This design comes from an exercise in tuning for small area and a short achievable clock period on the open sky130 flow, not from production work. The RTL was checked by simulation tests, not by an equivalence proof against the original design. Power figures rest on the tool's default switching activity, not on a simulated workload.

// top_systolic_array
module top_systolic_array #(
  parameter int unsigned DATA_WIDTH = 16,
  parameter int unsigned RESET_VAL  = 0,
  parameter int unsigned M_ROWS     = 4,
  parameter int unsigned N_COLS     = 4,
  parameter int unsigned TOTAL_ELEM = M_ROWS * N_COLS
)(
  input  logic clk_i,
  input  logic rst_ni,
  input  logic [M_ROWS*DATA_WIDTH-1:0] array_a_i,
  input  logic [N_COLS*DATA_WIDTH-1:0] array_b_i,
  input  logic feed_a_valid_i,
  input  logic feed_b_valid_i,
  input  logic a_clr_i,
  input  logic b_clr_i,
  input  logic acc_clr_i,
  input  logic start_stream_i,
  input  logic stream_clr_i,
  output logic stream_valid_o,
  output logic [DATA_WIDTH-1:0] stream_data_o
);
  logic [TOTAL_ELEM-1:0][DATA_WIDTH-1:0] bus_x, bus_y;
  logic [TOTAL_ELEM-1:0]                 bus_t;
  mac_array #(
    .DATA_WIDTH      ( DATA_WIDTH     ),
    .M_ROWS          ( M_ROWS         ),
    .N_COLS          ( N_COLS         )
  ) i_mac_array (
    .clk_i           ( clk_i          ),
    .rst_ni          ( rst_ni         ),
    .array_a_i       ( array_a_i      ),
    .array_b_i       ( array_b_i      ),
    .feed_a_valid_i  ( feed_a_valid_i ),
    .feed_b_valid_i  ( feed_b_valid_i ),
    .a_clr_i         ( a_clr_i        ),
    .b_clr_i         ( b_clr_i        ),
    .acc_clr_i       ( acc_clr_i      ),
    .acc_x_o         ( bus_x          ),
    .acc_y_o         ( bus_y          ),
    .acc_t_o         ( bus_t          )
  );
  stream_out #(
    .DATA_WIDTH      ( DATA_WIDTH     ),
    .TOTAL_ELEM      ( TOTAL_ELEM     )
  ) i_stream_out (
    .clk_i           ( clk_i          ),
    .rst_ni          ( rst_ni         ),
    .bus_x_i         ( bus_x          ),
    .bus_y_i         ( bus_y          ),
    .bus_t_i         ( bus_t          ),
  ...
Size: about 8200 cells after synthesis, about 150 I/O pins, ~0.089 mm2 of cells after synthesis.
clock: 8.0 ns
lec_check: 0
cap_margin: 20
core_margin: 2
core_utilization: 70
setup_slack_margin: 4.0
slew_margin: 20
standard.sh (not shown) runs the stock make flow with config.mk's settings and CLKGATE_MAP_FILE= SYNTH_SCRIPT=/design/flow/synth_recipe.tcl, a recipe that flattens the netlist after the stock synthesis.
==> flow/flow/run.sh <==
#!/bin/bash
# Layout flow: the standard ORFS flow with two changes.
#  1. After the standard synthesis, flow/polarity.py re-phases the full-adder
#     cells (a full adder is self-dual) so fewer inverters are needed between
#     them. Registers and every other cell are kept as synthesised.
#  2. Ports are buffered with a plain buffer (buf_4) instead of the delay
#     cell buffer_ports picks by default.
#  3. Extra make settings, one per line, from flow/extra.txt (here: clock
#     tree synthesis without dummy loads).
# Each tool's output goes to a log file of its own in this folder.
set -euo pipefail
R=orfs/results/sky130hd/top_systolic_array/base
EXTRA=("BUFFER_PORTS_ARGS=-buffer_cell sky130_fd_sc_hd__buf_4")
if [[ -f flow/extra.txt ]]; then
  while read -r l; do [[ -n "$l" ]] && EXTRA+=("$l"); done < flow/extra.txt
fi
export BUFFER_PORTS_ARGS="-buffer_cell sky130_fd_sc_hd__buf_4"
bash standard.sh "${EXTRA[@]}" synth > make_synth.log 2>&1
cp $R/1_2_yosys.v 1_2_yosys.standard.v
python3 flow/polarity.py 1_2_yosys.standard.v $R/1_2_yosys.v > polarity.log 2>&1
touch $R/1_2_yosys.v
bash standard.sh "${EXTRA[@]}" finish > make_finish.log 2>&1
Other scripts of this flow, unchanged in this note and not shown: flow/flow/extra.txt, flow/flow/polarity.py
The starting point finished with timing, DRC and antenna clean.
Edit:
Settings changed: CORE_UTILIZATION 70 to 60.
Result: The new run completed without violations. Sequential power barely changes. Via count fell by about 4.6%. Clock-buffer cell count grows by 1. Synthesized area stays the same. Synthesized cell count stays the same.

---

Setup of build 48:
Another version of the RTL of top_systolic_array (not shown whole).
Size in the first run: ~8,000 cells after synthesis, ~150 I/O pins.
Settings: LEC_CHECK=0, CAP_MARGIN=20, CORE_MARGIN=2, CORE_UTILIZATION=50, SETUP_SLACK_MARGIN=4.0, SLEW_MARGIN=20; clock period 8.0 ns.
==> flow/flow/run.sh <==
#!/bin/bash
# Layout flow: the standard ORFS flow with two changes.
#  1. After the standard synthesis, flow/polarity.py re-phases the full-adder
#     cells (a full adder is self-dual) so fewer inverters are needed between
#     them. Registers and every other cell are kept as synthesised.
#  2. Ports are buffered with a plain buffer (buf_4) instead of the delay
#     cell buffer_ports picks by default.
# Each tool's output goes to a log file of its own in this folder.
set -euo pipefail
R=orfs/results/sky130hd/top_systolic_array/base
EXTRA=("BUFFER_PORTS_ARGS=-buffer_cell sky130_fd_sc_hd__buf_4")
if [[ -f flow/extra.txt ]]; then
  while read -r l; do [[ -n "$l" ]] && EXTRA+=("$l"); done < flow/extra.txt
fi
export BUFFER_PORTS_ARGS="-buffer_cell sky130_fd_sc_hd__buf_4"
bash standard.sh "${EXTRA[@]}" synth > make_synth.log 2>&1
cp $R/1_2_yosys.v 1_2_yosys.standard.v
python3 flow/polarity.py 1_2_yosys.standard.v $R/1_2_yosys.v > polarity.log 2>&1
touch $R/1_2_yosys.v
bash standard.sh "${EXTRA[@]}" finish > make_finish.log 2>&1
Other scripts of this flow, unchanged in this note and not shown: flow/flow/polarity.py
For build 51, these inputs were changed with respect to build 48:
-- flow/flow/run.sh --
<<< build 48, line 6
#  2. Ports are buffered with a plain buffer (buf_4) instead of the delay
#     cell buffer_ports picks by default.
# Each tool's output goes to a log file of its own in this folder.
set -euo pipefail
>>> build 51, line 6
#  2. Ports are buffered with a plain buffer (buf_4) instead of the delay
#     cell buffer_ports picks by default.
#  3. Extra make settings, one per line, from flow/extra.txt (here: clock
#     tree synthesis with larger sink clusters and no dummy loads).
# Each tool's output goes to a log file of its own in this folder.
set -euo pipefail
==> flow/flow/extra.txt (new file) <==
CTS_ARGS=-sink_clustering_enable -repair_clock_nets -dont_use_dummy_load -sink_clustering_size 30 -sink_clustering_max_diameter 80
Notes after the runs:
Against build 48, routed wire length in build 51 came out better.
Between build 48 and build 51, the flow reports non-clock buffer count decreasing by a little under 10%.
On build 51: minimum clock period is 13 ps higher than what build 48 gave.
Register fraction of the total cell area, build 48 and build 51, lower one = build 48.
Relative to build 48, number of iterations in the first detailed-routing pass decreased by 2 in build 51.
Compared with build 48, build 51 shows a routed length per placed instance that is about 0.5% higher.
Build 48 -> build 51: register area flat
Against build 48, build 51 comes in 387 lower on number of vias in the routed layout.
Delta (build 51 minus build 48): delay of the slowest critical-path stage shrank by 50 ps; portion of the clock cycle consumed by the worst path in the final layout went up 0.17 points.
Inputs modified between build 51 and build 72:
# build 51
export LEC_CHECK = 0
export CAP_MARGIN = 20
export CORE_MARGIN = 2
export CORE_UTILIZATION = 50
export SETUP_SLACK_MARGIN = 4.0
export SLEW_MARGIN = 20
create_clock -name core_clock -period 8.0 [get_ports {clk_i}]
# build 72
export LEC_CHECK = 0
export CAP_MARGIN = 20
export CORE_MARGIN = 2
export CORE_UTILIZATION = 60
export SETUP_SLACK_MARGIN = 4.0
export SLEW_MARGIN = 20
create_clock -name core_clock -period 8.0 [get_ports {clk_i}]
-- flow/flow/run.sh --
<<< build 51, line 7
#     cell buffer_ports picks by default.
#  3. Extra make settings, one per line, from flow/extra.txt (here: clock
#     tree synthesis with larger sink clusters and no dummy loads).
# Each tool's output goes to a log file of its own in this folder.
set -euo pipefail
>>> build 72, line 7
#     cell buffer_ports picks by default.
#  3. Extra make settings, one per line, from flow/extra.txt (here: clock
#     tree synthesis without dummy loads).
# Each tool's output goes to a log file of its own in this folder.
set -euo pipefail
==> flow/flow/extra.txt <==
CTS_ARGS=-sink_clustering_enable -repair_clock_nets -dont_use_dummy_load
Findings:
- Per the comparison of build 72 with build 51, worst setup slack up 12 ps, non-clock buffer count fell by 23, setup clock skew after layout went down by 45 ps, iteration-0 DRC count of the detailed router fell by 341.
- For fmax, build 51 and build 72 come out practically identical.
- The final-layout worst hold slack in build 72 sits 5.1 ps below the value recorded for build 51.
- Global-route usage: build 72 and build 51 compared, lower one is build 51
--- input diff build 72..build 95 ---
# build 72
export LEC_CHECK = 0
export CAP_MARGIN = 20
export CORE_MARGIN = 2
export CORE_UTILIZATION = 60
export SETUP_SLACK_MARGIN = 4.0
export SLEW_MARGIN = 20
create_clock -name core_clock -period 8.0 [get_ports {clk_i}]
# build 95
export LEC_CHECK = 0
export CAP_MARGIN = 20
export CORE_MARGIN = 2
export CORE_UTILIZATION = 50
export SETUP_SLACK_MARGIN = 3.5
export SLEW_MARGIN = 20
create_clock -name core_clock -period 8.0 [get_ports {clk_i}]
-- flow/flow/run.sh --
<<< build 72, line 6
#  2. Ports are buffered with a plain buffer (buf_4) instead of the delay
#     cell buffer_ports picks by default.
#  3. Extra make settings, one per line, from flow/extra.txt (here: clock
#     tree synthesis without dummy loads).
# Each tool's output goes to a log file of its own in this folder.
set -euo pipefail
>>> build 95, line 6
#  2. Ports are buffered with a plain buffer (buf_4) instead of the delay
#     cell buffer_ports picks by default.
# Each tool's output goes to a log file of its own in this folder.
set -euo pipefail
removed: flow/flow/extra.txt
Build 95 vs. build 72: final wirelength went up; top achievable clock speed went down by 1.4%. Build 95 vs. build 72: met3 track utilization from global routing went down by 2.7 points. The cell count reported for build 95 is greater than that of build 72 by 341.

-- re-timing with driven ports --
In the flow no input, the clock included, has a driving cell. The finished layouts below were timed again as built, in two steps.
Step 1 sets driving cells, clkbuf_16 on the clock port and buf_2 on the other inputs (assumed; they add their load-dependent delay and slew).
Step 2 times the ports against the registers' clock, not the clock port: input delays grow and output delays shrink by t, the midpoint of the rising clock arrivals with the driver on.
Three values: no drivers, after step 1, after step 2; two values: the first two.
| run | t, ns | slack for setup (ns) | worst setup path at the end | worst slew at a driven data input, ns | cell pins on the clock port's net |
|---|---|---|---|---|---|
| the first run of note 1 | 0.832 | 3.657 / 3.701 / 2.870 | input to register | 0.13 | 1 |
| the second run of note 1 | 0.814 | 3.722 / 3.767 / 2.953 | input to register | 0.15 | 1 |
| build 48 | 0.870 | 3.751 / 3.781 / 2.911 | input to register | 0.14 | 1 |
| build 51 | 0.808 | 3.738 / 3.780 / 2.972 | input to register | 0.17 | 1 |
| build 72 | 0.799 | 3.750 / 3.787 / 2.988 | input to register | 0.10 | 1 |
| build 95 | 0.850 | 3.691 / 3.691 / 2.907 | input to register | 0.12 | 1 |
After both steps setup and hold are still met in every run listed. The setup slack of build 48, which loses most, moves by +0.030 ns with the drivers and by -0.840 ns with both steps.
